This design comes from an exercise in tuning for small area, a short achievable clock period and few clock cycles per item on the open sky130 flow, not from production work.
Only simulation tests tie the RTL to the original design; equivalence was not proved.

==> module ysyx_041461_DIV, before the edit <==
module ysyx_041461_DIV(
    input  wire   [0:0]  clk          ,
    input  wire   [0:0]  rst          ,
    input  wire   [0:0]  DIV_valid_in ,
    input  wire   [0:0]  DIV_signed   ,
    input  wire   [0:0]  DIV_divw     ,
    input  wire   [63:0] DIV_dividend ,
    input  wire   [63:0] DIV_divisor  ,
    output reg    [0:0]  DIV_valid_out,
    output wire   [63:0] DIV_quotient ,
    output wire   [63:0] DIV_remainder
);
localparam S_IDLE  = 3'd0;
localparam S_ABS   = 3'd1;
localparam S_LZ    = 3'd2;
localparam S_ALIGN = 3'd3;
localparam S_ITER  = 3'd4;
localparam S_CORR  = 3'd5;
localparam S_FIX   = 3'd6;
localparam S_DONE  = 3'd7;
reg  [2:0]  state;
reg  [64:0] R;       
reg  [63:0] D;       
reg  [63:0] Q;       
reg  [5:0]  cnt;     
reg         rneg;    
reg         dneg;    
reg         w32;     
reg         sgl;     
assign DIV_quotient  = Q;
assign DIV_remainder = R[63:0];
wire        a_sb  = DIV_divw ? DIV_dividend[31] : DIV_dividend[63];
wire        b_sb  = DIV_divw ? DIV_divisor[31]  : DIV_divisor[63];
wire        a_neg = DIV_signed & a_sb;
wire        b_neg = DIV_signed & b_sb;
wire [63:0] a_ext = {DIV_dividend[63:32] & {32{~DIV_divw}}, DIV_dividend[31:0]};
wire [63:0] b_ext = {DIV_divisor[63:32]  & {32{~DIV_divw}}, DIV_divisor[31:0]};
function [2:0] lz4(input [3:0] x);
    lz4 = x[3] ? 3'd0 : x[2] ? 3'd1 : x[1] ? 3'd2 : x[0] ? 3'd3 : 3'd4;
endfunction
function [4:0] lz16(input [15:0] x);
    reg [2:0] a, b, c, d;
    begin
        a = lz4(x[15:12]); b = lz4(x[11:8]); c = lz4(x[7:4]); d = lz4(x[3:0]);
        lz16 = !a[2] ? {3'd0, a[1:0]} : !b[2] ? {3'd1, b[1:0]} :
               !c[2] ? {3'd2, c[1:0]} : !d[2] ? {3'd3, d[1:0]} : 5'd16;
    end
endfunction
function [6:0] lz64(input [63:0] x);
    reg [4:0] a, b, c, d;
    begin
        a = lz16(x[63:48]); b = lz16(x[47:32]); c = lz16(x[31:16]); d = lz16(x[15:0]);
        lz64 = !a[4] ? {3'd0, a[3:0]} : !b[4] ? {3'd1, b[3:0]} :
               !c[4] ? {3'd2, c[3:0]} : !d[4] ? {3'd3, d[3:0]} : 7'd64;
    end
endfunction
function [64:0] add65(input [64:0] a, input [64:0] b, input cin);
    reg [64:0] g, p, G, P;
    integer i, l, j;
    begin
        g = a & b;
        p = a ^ b;
        G = g;
        P = p;
        G[0] = g[0] | (p[0] & cin);
        for (l = 0; l < 7; l = l + 1)
            for (i = 0; i < 65; i = i + 1)
                if ((i >> l) & 1) begin
                    j = ((i >> l) << l) - 1;
                    G[i] = G[i] | (P[i] & G[j]);
                    P[i] = P[i] & P[j];
                end
        add65 = p ^ {G[63:0], cin};
    end
endfunction
wire       need_fix = rneg | dneg;
wire [6:0] lz_r = lz64(R[63:0]);
wire [6:0] lz_d = lz64(D);
wire [5:0] sdiff = lz_d[5:0] - lz_r[5:0];
wire       d_zero = lz_d[6];
wire       s_zero = lz_d == lz_r;
wire       do_lz = (state == S_LZ) | ((state == S_ABS) & ~need_fix);
wire        sub  = ~R[64];
wire        subl = ~sgl;
wire [64:0] sum = add65(R, {1'b0, D} ^ {{33{sub}}, {32{subl}}}, subl);
wire        no_iter = d_zero | sum[64];         
wire [5:0]  step = (cnt[5:4] != 2'd0) ? 6'd16 : (cnt[3:2] != 2'd0) ? 6'd4 : 6'd1;
wire        al_last = cnt == step;
wire [5:0]  shifted = Q[5:0] + step;
always @(posedge clk or posedge rst) begin
    if (rst) begin
        state         <= S_IDLE;
        DIV_valid_out <= 1'b0;
    end
    else begin
        DIV_valid_out <= 1'b0;
        case (state)
            S_IDLE:  if (DIV_valid_in) state <= S_ABS;
            S_ABS,
            S_LZ:    if (state == S_ABS && need_fix) state <= S_LZ;
                     else if (no_iter) begin
                         state <= need_fix ? S_FIX : S_DONE;
                         DIV_valid_out <= ~need_fix;
                     end
                     else state <= s_zero ? S_ITER : S_ALIGN;
            S_ALIGN: if (al_last) state <= S_ITER;
            S_ITER:  if (cnt == 6'd0) begin
                         if (sum[64]) state <= S_CORR;
                         else begin
                             state <= need_fix ? S_FIX : S_DONE;
                             DIV_valid_out <= ~need_fix;
                         end
                     end
            S_CORR:  begin
                         state <= need_fix ? S_FIX : S_DONE;
                         DIV_valid_out <= ~need_fix;
                     end
            S_FIX:   begin state <= S_DONE; DIV_valid_out <= 1'b1; end
            default: state <= S_IDLE;
        endcase
    end
end
always @(posedge clk) begin
    sgl <= ((state == S_ITER) | (state == S_CORR)) & sum[64];
    case (state)
        S_IDLE: begin
            R    <= {1'b0, a_ext};
            D    <= b_ext;
            rneg <= a_neg;
            dneg <= b_neg;
            w32  <= DIV_divw;
        end
        S_ABS,
        S_LZ: begin
            if (do_lz) begin
                Q   <= {64{d_zero}};
                cnt <= sdiff;
            end
            else begin
                if (rneg) R <= {1'b0, -{R[63:32] | {32{w32}}, R[31:0]}};
                if (dneg) D <= -{D[63:32] | {32{w32}}, D[31:0]};
            end
        end
        S_ALIGN: begin
            D  <= (step == 6'd16) ? {D[47:0], 16'b0} :
                  (step == 6'd4)  ? {D[59:0], 4'b0}  : {D[62:0], 1'b0};
            Q[5:0] <= al_last ? 6'd0 : shifted;
            cnt    <= al_last ? shifted : cnt - step;
        end
        S_ITER: begin
            R   <= sum;
            Q   <= {Q[62:0], ~sum[64]};
            if (cnt != 6'd0) D <= {1'b0, D[63:1]};
            cnt <= cnt - 6'd1;
        end
        S_CORR: begin
            R   <= sum;
        end
        S_FIX: begin
            if (rneg)        R <= {1'b0, -R[63:0]};
            if (rneg ^ dneg) Q <= -Q;
        end
        default: ;
    endcase
end
endmodule
clock: 11.0 ns
lec_check: 0
cap_margin: 50
core_margin: 2
core_utilization: 70
place_density: 0.75
setup_slack_margin: 5
slew_margin: 50
run.sh (not shown) runs the stock make flow with config.mk's settings and CLKGATE_MAP_FILE= SYNTH_SCRIPT=/design/flow/synth_recipe.tcl, a recipe that flattens the netlist after the stock synthesis.
Testbench counts at the start, summed over its fixed seeds: cycles 20,075, items 1,600.
Change:
--- a/flow/design.v
+++ b/flow/design.v
@@ -23,13 +23,12 @@
 reg  [63:0] D;       
 reg  [63:0] Q;       
 reg  [5:0]  cnt;     
 reg         rneg;    
 reg         dneg;    
 reg         w32;     
-reg         sgl;     
 assign DIV_quotient  = Q;
 assign DIV_remainder = R[63:0];
 wire        a_sb  = DIV_divw ? DIV_dividend[31] : DIV_dividend[63];
 wire        b_sb  = DIV_divw ? DIV_divisor[31]  : DIV_divisor[63];
 wire        a_neg = DIV_signed & a_sb;
 wire        b_neg = DIV_signed & b_sb;
@@ -77,15 +76,14 @@
 wire [6:0] lz_r = lz64(R[63:0]);
 wire [6:0] lz_d = lz64(D);
 wire [5:0] sdiff = lz_d[5:0] - lz_r[5:0];
 wire       d_zero = lz_d[6];
 wire       s_zero = lz_d == lz_r;
 wire       do_lz = (state == S_LZ) | ((state == S_ABS) & ~need_fix);
-wire        sub  = ~R[64];
-wire        subl = ~sgl;
-wire [64:0] sum = add65(R, {1'b0, D} ^ {{33{sub}}, {32{subl}}}, subl);
+wire        sub = ~R[64];
+wire [64:0] sum = add65(R, {1'b0, D} ^ {65{sub}}, sub);
 wire        no_iter = d_zero | sum[64];         
 wire [5:0]  step = (cnt[5:4] != 2'd0) ? 6'd16 : (cnt[3:2] != 2'd0) ? 6'd4 : 6'd1;
 wire        al_last = cnt == step;
 wire [5:0]  shifted = Q[5:0] + step;
 always @(posedge clk or posedge rst) begin
     if (rst) begin
@@ -118,13 +116,12 @@
             S_FIX:   begin state <= S_DONE; DIV_valid_out <= 1'b1; end
             default: state <= S_IDLE;
         endcase
     end
 end
 always @(posedge clk) begin
-    sgl <= ((state == S_ITER) | (state == S_CORR)) & sum[64];
     case (state)
         S_IDLE: begin
             R    <= {1'b0, a_ext};
             D    <= b_ext;
             rneg <= a_neg;
             dneg <= b_neg;
=> Worst setup slack got worse by 0.11 ns. Via count increases by about 2.3%. Die area decreases by 0.41%. Sequential share of layout area increases by 0.20 points.
Testbench counts after the change, summed over its fixed seeds: cycles 20,075, items 1,600.

========
beta:
The RTL this note starts from:
==> flow/design.v <==
module ysyx_041461_DIV(
    input  wire   [0:0]  clk          ,
    input  wire   [0:0]  rst          ,
    input  wire   [0:0]  DIV_valid_in ,
    input  wire   [0:0]  DIV_signed   ,
    input  wire   [0:0]  DIV_divw     ,
    input  wire   [63:0] DIV_dividend ,
    input  wire   [63:0] DIV_divisor  ,
    output reg    [0:0]  DIV_valid_out,
    output wire   [63:0] DIV_quotient ,
    output wire   [63:0] DIV_remainder
);
localparam S_IDLE  = 3'd0;
localparam S_ABS   = 3'd1;
localparam S_LZ    = 3'd2;
localparam S_ALIGN = 3'd3;
localparam S_ITER  = 3'd4;
localparam S_CORR  = 3'd5;
localparam S_FIX   = 3'd6;
localparam S_DONE  = 3'd7;
reg  [2:0]  state;
reg  [64:0] R;       
reg  [63:0] D;       
reg  [63:0] Q;       
reg  [5:0]  cnt;     
reg         rneg;    
reg         dneg;    
assign DIV_quotient  = Q;
assign DIV_remainder = R[63:0];
wire        a_sb  = DIV_divw ? DIV_dividend[31] : DIV_dividend[63];
wire        b_sb  = DIV_divw ? DIV_divisor[31]  : DIV_divisor[63];
wire        a_neg = DIV_signed & a_sb;
wire        b_neg = DIV_signed & b_sb;
wire [63:0] a_ext = {DIV_divw ? {32{a_neg}} : DIV_dividend[63:32], DIV_dividend[31:0]};
wire [63:0] b_ext = {DIV_divw ? {32{b_neg}} : DIV_divisor[63:32],  DIV_divisor[31:0]};
function [2:0] lz4(input [3:0] x);
    lz4 = x[3] ? 3'd0 : x[2] ? 3'd1 : x[1] ? 3'd2 : x[0] ? 3'd3 : 3'd4;
endfunction
function [4:0] lz16(input [15:0] x);
    reg [2:0] a, b, c, d;
    begin
        a = lz4(x[15:12]); b = lz4(x[11:8]); c = lz4(x[7:4]); d = lz4(x[3:0]);
        lz16 = !a[2] ? {3'd0, a[1:0]} : !b[2] ? {3'd1, b[1:0]} :
               !c[2] ? {3'd2, c[1:0]} : !d[2] ? {3'd3, d[1:0]} : 5'd16;
    end
endfunction
function [6:0] lz64(input [63:0] x);
    reg [4:0] a, b, c, d;
    begin
        a = lz16(x[63:48]); b = lz16(x[47:32]); c = lz16(x[31:16]); d = lz16(x[15:0]);
        lz64 = !a[4] ? {3'd0, a[3:0]} : !b[4] ? {3'd1, b[3:0]} :
               !c[4] ? {3'd2, c[3:0]} : !d[4] ? {3'd3, d[3:0]} : 7'd64;
    end
endfunction
function [64:0] add65(input [64:0] a, input [64:0] b, input cin);
    reg [64:0] g, p, G, P;
    integer i, l, j;
    begin
        g = a & b;
        p = a ^ b;
        G = g;
        P = p;
        G[0] = g[0] | (p[0] & cin);
        for (l = 0; l < 7; l = l + 1)
            for (i = 0; i < 65; i = i + 1)
                if ((i >> l) & 1) begin
                    j = ((i >> l) << l) - 1;
                    G[i] = G[i] | (P[i] & G[j]);
                    P[i] = P[i] & P[j];
                end
        add65 = p ^ {G[63:0], cin};
    end
endfunction
wire       need_fix = rneg | dneg;
wire [6:0] lz_r = lz64(R[63:0]);
wire [6:0] lz_d = lz64(D);
wire [5:0] sdiff = lz_d[5:0] - lz_r[5:0];
wire       d_zero = lz_d[6];
wire       no_iter = d_zero | (lz_d < lz_r);   
wire       s_zero = lz_d == lz_r;
wire       do_lz = (state == S_LZ) | ((state == S_ABS) & ~need_fix);
wire        sub = ~R[64];
wire [64:0] sum = add65(R, {1'b0, D} ^ {65{sub}}, sub);
wire [5:0]  al   = Q[5:0];
wire [5:0]  step = (al[5:4] != 2'd0) ? 6'd16 : (al[3:2] != 2'd0) ? 6'd4 : 6'd1;
wire [5:0]  al_n = al - step;
always @(posedge clk or posedge rst) begin
    if (rst) begin
        state         <= S_IDLE;
        DIV_valid_out <= 1'b0;
    end
    else begin
        DIV_valid_out <= 1'b0;
        case (state)
            S_IDLE:  if (DIV_valid_in) state <= S_ABS;
            S_ABS,
            S_LZ:    if (state == S_ABS && need_fix) state <= S_LZ;
                     else if (no_iter) begin
                         state <= need_fix ? S_FIX : S_DONE;
                         DIV_valid_out <= ~need_fix;
                     end
                     else state <= s_zero ? S_ITER : S_ALIGN;
            S_ALIGN: if (al_n == 6'd0) state <= S_ITER;
            S_ITER:  if (cnt == 6'd0) begin
                         if (sum[64]) state <= S_CORR;
                         else begin
                             state <= need_fix ? S_FIX : S_DONE;
                             DIV_valid_out <= ~need_fix;
                         end
                     end
            S_CORR:  begin
                         state <= need_fix ? S_FIX : S_DONE;
                         DIV_valid_out <= ~need_fix;
                     end
            S_FIX:   begin state <= S_DONE; DIV_valid_out <= 1'b1; end
            default: state <= S_IDLE;
        endcase
    end
end
always @(posedge clk) begin
    case (state)
        S_IDLE: begin
            R    <= {1'b0, a_ext};
            D    <= b_ext;
            rneg <= a_neg;
            dneg <= b_neg;
        end
        S_ABS,
        S_LZ: begin
            if (do_lz) begin
                Q   <= {{58{d_zero}}, d_zero ? 6'h3f : no_iter ? 6'h00 : sdiff};
                cnt <= sdiff;
            end
            else begin
                if (rneg) R <= {1'b0, -R[63:0]};
                if (dneg) D <= -D;
            end
        end
        S_ALIGN: begin
            D  <= (step == 6'd16) ? {D[47:0], 16'b0} :
                  (step == 6'd4)  ? {D[59:0], 4'b0}  : {D[62:0], 1'b0};
            Q[5:0] <= al_n;
        end
        S_ITER: begin
            R   <= sum;
            Q   <= {Q[62:0], ~sum[64]};
            if (cnt != 6'd0) D <= {1'b0, D[63:1]};
            cnt <= cnt - 6'd1;
        end
        S_CORR: begin
            R   <= sum;
        end
        S_FIX: begin
            if (rneg)        R <= {1'b0, -R[63:0]};
            if (rneg ^ dneg) Q <= -Q;
        end
        default: ;
    endcase
end
endmodule
Settings: LEC_CHECK=0, CAP_MARGIN=60, CORE_MARGIN=2, CORE_UTILIZATION=40, SETUP_SLACK_MARGIN=5, SLEW_MARGIN=60; clock period 11.0 ns.
Testbench counts of beta, summed over its fixed seeds: cycles 20,287, items 1,600.
The following lists how delta was set up differently from beta:
diff --git a/flow/design.v b/flow/design.v
--- a/flow/design.v
+++ b/flow/design.v
@@ -76,14 +76,14 @@
 wire [6:0] lz_d = lz64(D);
 wire [5:0] sdiff = lz_d[5:0] - lz_r[5:0];
 wire       d_zero = lz_d[6];
-wire       no_iter = d_zero | (lz_d < lz_r);   
 wire       s_zero = lz_d == lz_r;
 wire       do_lz = (state == S_LZ) | ((state == S_ABS) & ~need_fix);
 wire        sub = ~R[64];
 wire [64:0] sum = add65(R, {1'b0, D} ^ {65{sub}}, sub);
-wire [5:0]  al   = Q[5:0];
-wire [5:0]  step = (al[5:4] != 2'd0) ? 6'd16 : (al[3:2] != 2'd0) ? 6'd4 : 6'd1;
-wire [5:0]  al_n = al - step;
+wire        no_iter = d_zero | sum[64];         
+wire [5:0]  step = (cnt[5:4] != 2'd0) ? 6'd16 : (cnt[3:2] != 2'd0) ? 6'd4 : 6'd1;
+wire        al_last = cnt == step;
+wire [5:0]  shifted = Q[5:0] + step;
 always @(posedge clk or posedge rst) begin
     if (rst) begin
         state         <= S_IDLE;
@@ -100,7 +100,7 @@
                          DIV_valid_out <= ~need_fix;
                      end
                      else state <= s_zero ? S_ITER : S_ALIGN;
-            S_ALIGN: if (al_n == 6'd0) state <= S_ITER;
+            S_ALIGN: if (al_last) state <= S_ITER;
             S_ITER:  if (cnt == 6'd0) begin
                          if (sum[64]) state <= S_CORR;
                          else begin
@@ -128,7 +128,7 @@
         S_ABS,
         S_LZ: begin
             if (do_lz) begin
-                Q   <= {{58{d_zero}}, d_zero ? 6'h3f : no_iter ? 6'h00 : sdiff};
+                Q   <= {64{d_zero}};
                 cnt <= sdiff;
             end
             else begin
@@ -139,7 +139,8 @@
         S_ALIGN: begin
             D  <= (step == 6'd16) ? {D[47:0], 16'b0} :
                   (step == 6'd4)  ? {D[59:0], 4'b0}  : {D[62:0], 1'b0};
-            Q[5:0] <= al_n;
+            Q[5:0] <= al_last ? 6'd0 : shifted;
+            cnt    <= al_last ? shifted : cnt - step;
         end
         S_ITER: begin
             R   <= sum;
## What came out
delta ends up with a slew at the pin closest to its max-slew limit that is 0.0068 ns lower than in beta.
Against beta, design area in delta fell slightly.
| worst setup slack before clock tree synthesis | delta vs beta | 0.40 ns higher |
delta vs. beta: first-pass GRT wire length has decreased; first-iteration DRC count increased 111; number of iterations in the first detailed-routing pass went down 1; portion of the clock cycle consumed by the worst path in the final layout shrank by 2.3 points.
delta — worst setup slack after layout 0.26 ns higher, beta as reference
Compared to beta, delta has critical path depth 3 lower.
The lower sequential cell area fraction in the yosys report came out of beta.
Testbench counts of delta, summed over its fixed seeds: cycles 20,075, items 1,600.
